This design comes from an exercise in tuning for small area, a short achievable clock period and few clock cycles per item on the open sky130 flow, not from production work. In this exercise RTL edits were held to simulation tests only and were not proved equivalent to the original.

## main
module main (
    input wire [15:0] v, x,
    input wire clk, reset, start,
    output wire done,
    output wire [15:0] final_result
);
    reg [2:0] ph;
    reg done_r;
    reg [14:0] X2;
    reg [13:0] T;
    reg [15:0] F;
    wire ph1 = (ph == 3'd1);
    wire ph2 = (ph == 3'd2);
    wire ph3 = (ph == 3'd3);
    wire ph4 = (ph == 3'd4);
    wire ph5 = (ph == 3'd5);
    wire [20:0] r0 = {X2, 6'b0};
    wire [20:0] r1 = {2'b0, X2, 4'b0};
    wire [20:0] r2 = {4'b0, X2, 2'b0};
    wire [20:0] r3 = {6'b0, X2};
    wire [20:0] r4 = {14'b0, X2[0], 1'b0, X2[0], 1'b0, X2[0], 1'b0, X2[0]};
    wire [20:0] s0 = r0 ^ r1 ^ r2;
    wire [20:0] c0 = {(r0[19:0] & r1[19:0]) | (r0[19:0] & r2[19:0]) | (r1[19:0] & r2[19:0]), 1'b0};
    wire [20:0] s1 = s0 ^ c0 ^ r3;
    wire [20:0] c1 = {(s0[19:0] & c0[19:0]) | (s0[19:0] & r3[19:0]) | (c0[19:0] & r3[19:0]), 1'b0};
    wire [20:0] p85 = s1 + c1 + r4;
    wire [9:0] u1 = p85[20:11];
    wire [17:0] q = (ph2 ? {T, 4'b0} : {1'b0, T, 3'b0}) + {4'b0, T} + {9'b0, {9{ph2}}};
    wire [8:0] a23 = q[17:9];
    wire [8:0] t9 = T[8:0];
    wire k1 = (t9 != 9'd0), k2 = (t9 >= 9'd90), k3 = (t9 >= 9'd179);
    wire k4 = (t9 >= 9'd268), k5 = (t9 >= 9'd357), k6 = (t9 >= 9'd446);
    wire [2:0] a4 = {k4, (k2 & ~k4) | k6, (k1 & ~k2) | (k3 & ~k4) | (k5 & ~k6)};
    wire sub = ph3 | ph5;
    wire [13:0] acc_a = ph1 ? 14'd2048 : F[13:0];
    wire [13:0] acc_b = ph1 ? {1'b1, ~X2[14:1]} : (sub ? ~T : T);
    wire acc_ci = ph1 ? ~X2[0] : sub;
    wire [13:0] acc_n = acc_a + acc_b + {13'b0, acc_ci};
    reg [13:0] A;
    reg [15:0] B;
    reg rnd;
    always @(*) begin
        A = x[13:0]; B = {{2{x[13]}}, x[13:0]}; rnd = 1'b0;
        if (ph1) begin A = {4'b0, u1}; B = {1'b0, X2}; end
        if (ph2) begin A = {5'b0, a23}; B = {1'b0, X2}; rnd = 1'b1; end
        if (ph3) begin A = {5'b0, a23}; B = {1'b0, X2}; end
        if (ph4) begin A = {11'b0, a4}; B = {1'b0, X2}; rnd = 1'b1; end
        if (ph5) begin A = acc_n; B = v; end
    end
    wire [15:0] P;
    bmul mul (.a(A), .b(B), .rnd(rnd), .p(P));
    always @(posedge clk) begin
        if (reset) begin
            ph <= 3'd0;
            done_r <= 1'b0;
        end else begin
            case (ph)
                3'd0: if (start) begin ph <= 3'd1; done_r <= 1'b0; end
  ...
For scale: ~11000 sq um of cells after synthesis.
Settings: LEC_CHECK=0, ABC_AREA=1, CAP_MARGIN=20, CORE_MARGIN=2, CORE_UTILIZATION=40, SETUP_SLACK_MARGIN=5, SLEW_MARGIN=20; clock period 13.0 ns.
run.sh (not shown) runs the stock make flow with config.mk's settings and CLKGATE_MAP_FILE= SYNTH_SCRIPT=/design/flow/synth_recipe.tcl, a recipe that flattens the netlist after the stock synthesis.
Testbench counts at the start, summed over its fixed seeds: cycles 14,400, items 2,400.
Next try:
--- a/flow/config.mk
+++ b/flow/config.mk
@@ -10,3 +10,3 @@
 export CORE_MARGIN = 2
-export CORE_UTILIZATION = 40
+export CORE_UTILIZATION = 60
 export SETUP_SLACK_MARGIN = 5
What happened:
- fmax is higher slightly
- flip-flop and latch count is unchanged
- area after synthesis does not change
- first-iteration DRC count is higher by a quarter to a third
- synthesized cell count stays the same
- count of clock-buffer cells in the layout is lower by 1
- utilization is higher by 25 points

========
the previous run:
main, a different RTL version from the one above (not shown whole).
Size: roughly 52 flip-flops.
## main
module main (
    input wire [15:0] v, x,
    input wire clk, reset, start,
    output wire done,
    output wire [15:0] final_result
);
    reg [5:0] p;
    reg done_r;
    reg [14:0] X2;
    reg [13:0] T;
    reg [15:0] F;
    wire [9:0] u1;
    pre85 p85 (.X2(X2), .u1(u1));
    wire [8:0] a23;
    pre2 p23 (.T(T), .s(p[2]), .q(a23));
    wire [8:0] t9 = T[8:0];
    wire k1 = (t9 != 9'd0), k2 = (t9 >= 9'd90), k3 = (t9 >= 9'd179);
    wire k4 = (t9 >= 9'd268), k5 = (t9 >= 9'd357), k6 = (t9 >= 9'd446);
    wire [2:0] a4 = {k4, (k2 & ~k4) | k6, (k1 & ~k2) | (k3 & ~k4) | (k5 & ~k6)};
    wire [13:0] ra = p[1] ? 14'd2048 : F[13:0];
    wire [13:0] rb = p[1] ? {1'b1, ~X2[14:1]} : T;
    wire [14:0] rc;
    wire [13:0] acc_n;
    assign rc[0] = p[1] & ~X2[0];
    genvar i;
    generate
        for (i = 0; i < 14; i = i + 1) begin : rip
            assign acc_n[i] = ra[i] ^ rb[i] ^ rc[i];
            assign rc[i+1] = (ra[i] & rb[i]) | (ra[i] & rc[i]) | (rb[i] & rc[i]);
        end
    endgenerate
    wire [13:0] A = ({14{p[0]}} & x[13:0]) | ({14{p[1]}} & {4'b0, u1}) |
                    ({14{p[2] | p[3]}} & {5'b0, a23}) | ({14{p[4]}} & {11'b0, a4}) |
                    ({14{p[5]}} & F[13:0]);
    wire [15:0] B = ({16{p[0]}} & {{2{x[13]}}, x[13:0]}) | ({16{p[5]}} & v) |
                    ({16{~p[0] & ~p[5]}} & {1'b0, X2});
    wire [15:0] ea = {16{p[4]}} & {{2{F[13]}}, F[13:0]};
    wire [8:0] eb = {9{p[4]}} & T[8:0];
    wire [15:0] P;
    bmul mul (.a(A), .b(B), .neg(p[2] | p[4]), .ea(ea), .eb(eb), .p(P));
    always @(posedge clk) begin
        if (reset) begin
            p <= 6'b000001;
  ...
export LEC_CHECK = 0
export ABC_AREA = 1
export CAP_MARGIN = 20
export CORE_MARGIN = 2
export CORE_UTILIZATION = 60
export SETUP_SLACK_MARGIN = 5
export SLEW_MARGIN = 20
create_clock -name core_clock -period 13.0 [get_ports {clk}]
The previous run finished every step from synthesis to the final layout, and the layout passed the timing, design-rule and antenna checks.
Testbench counts of the previous run, summed over its fixed seeds: cycles 14,400, items 2,400.
Modified inputs, the current run compared to the previous run
# the previous run
export LEC_CHECK = 0
export ABC_AREA = 1
export CAP_MARGIN = 20
export CORE_MARGIN = 2
export CORE_UTILIZATION = 60
export SETUP_SLACK_MARGIN = 5
export SLEW_MARGIN = 20
create_clock -name core_clock -period 13.0 [get_ports {clk}]
# the current run
export LEC_CHECK = 0
export ABC_AREA = 1
export CAP_MARGIN = 20
export CORE_MARGIN = 2
export CORE_UTILIZATION = 40
export SETUP_SLACK_MARGIN = 3.5
export SLEW_MARGIN = 20
create_clock -name core_clock -period 13.0 [get_ports {clk}]
Notes after the runs:
- The current run | status: complete | timing, DRC, antenna: pass
- Cells: the current run has more instances than the previous run
- Summary: with the previous run as the reference, highest achievable clock rate in the current run moved down by a little under 10%.
- The current run: placeable core area 51% above the previous run
- The slowest library cell on the worst path comes out sky130_fd_sc_hd__fa_1 in one run and sky130_fd_sc_hd__a21oi_1 in the other, namely in the previous run and the current run respectively.

separate check: timing with driven ports:
In the flow no input, the clock included, has a driving cell. The finished layouts below were timed again as built, in two steps.
Step 1 assumes that a clkbuf_16 drives the clock port and a buf_2 every other input.
Step 2 adds t to the input delays and takes it off the output delays; t is the mean of the earliest and latest rising clock arrival at the registers after step 1. Input paths then give back, and output paths get back, about the clock's delay inside the block.
Three values: no drivers, after step 1, after step 2; two values: the first two.
| run | shift t [ns] | slack for setup (ns) | worst setup path after step 2 |
|---|---|---|---|
| the first run of note 1 | 0.342 | 4.046 / 4.047 / 3.726 | input to register |
| the second run of note 1 | 0.339 | 4.111 / 4.123 / 3.785 | input to register |
| the previous run | 0.337 | 4.712 / 4.712 / 4.528 | input to register |
| the current run | 0.340 | 3.964 / 3.980 / 3.640 | input to register |
After both steps setup and hold are still met in every run listed. The setup slack of the second run of note 1, which loses most, moves by +0.012 ns with the drivers and by -0.326 ns with both steps.
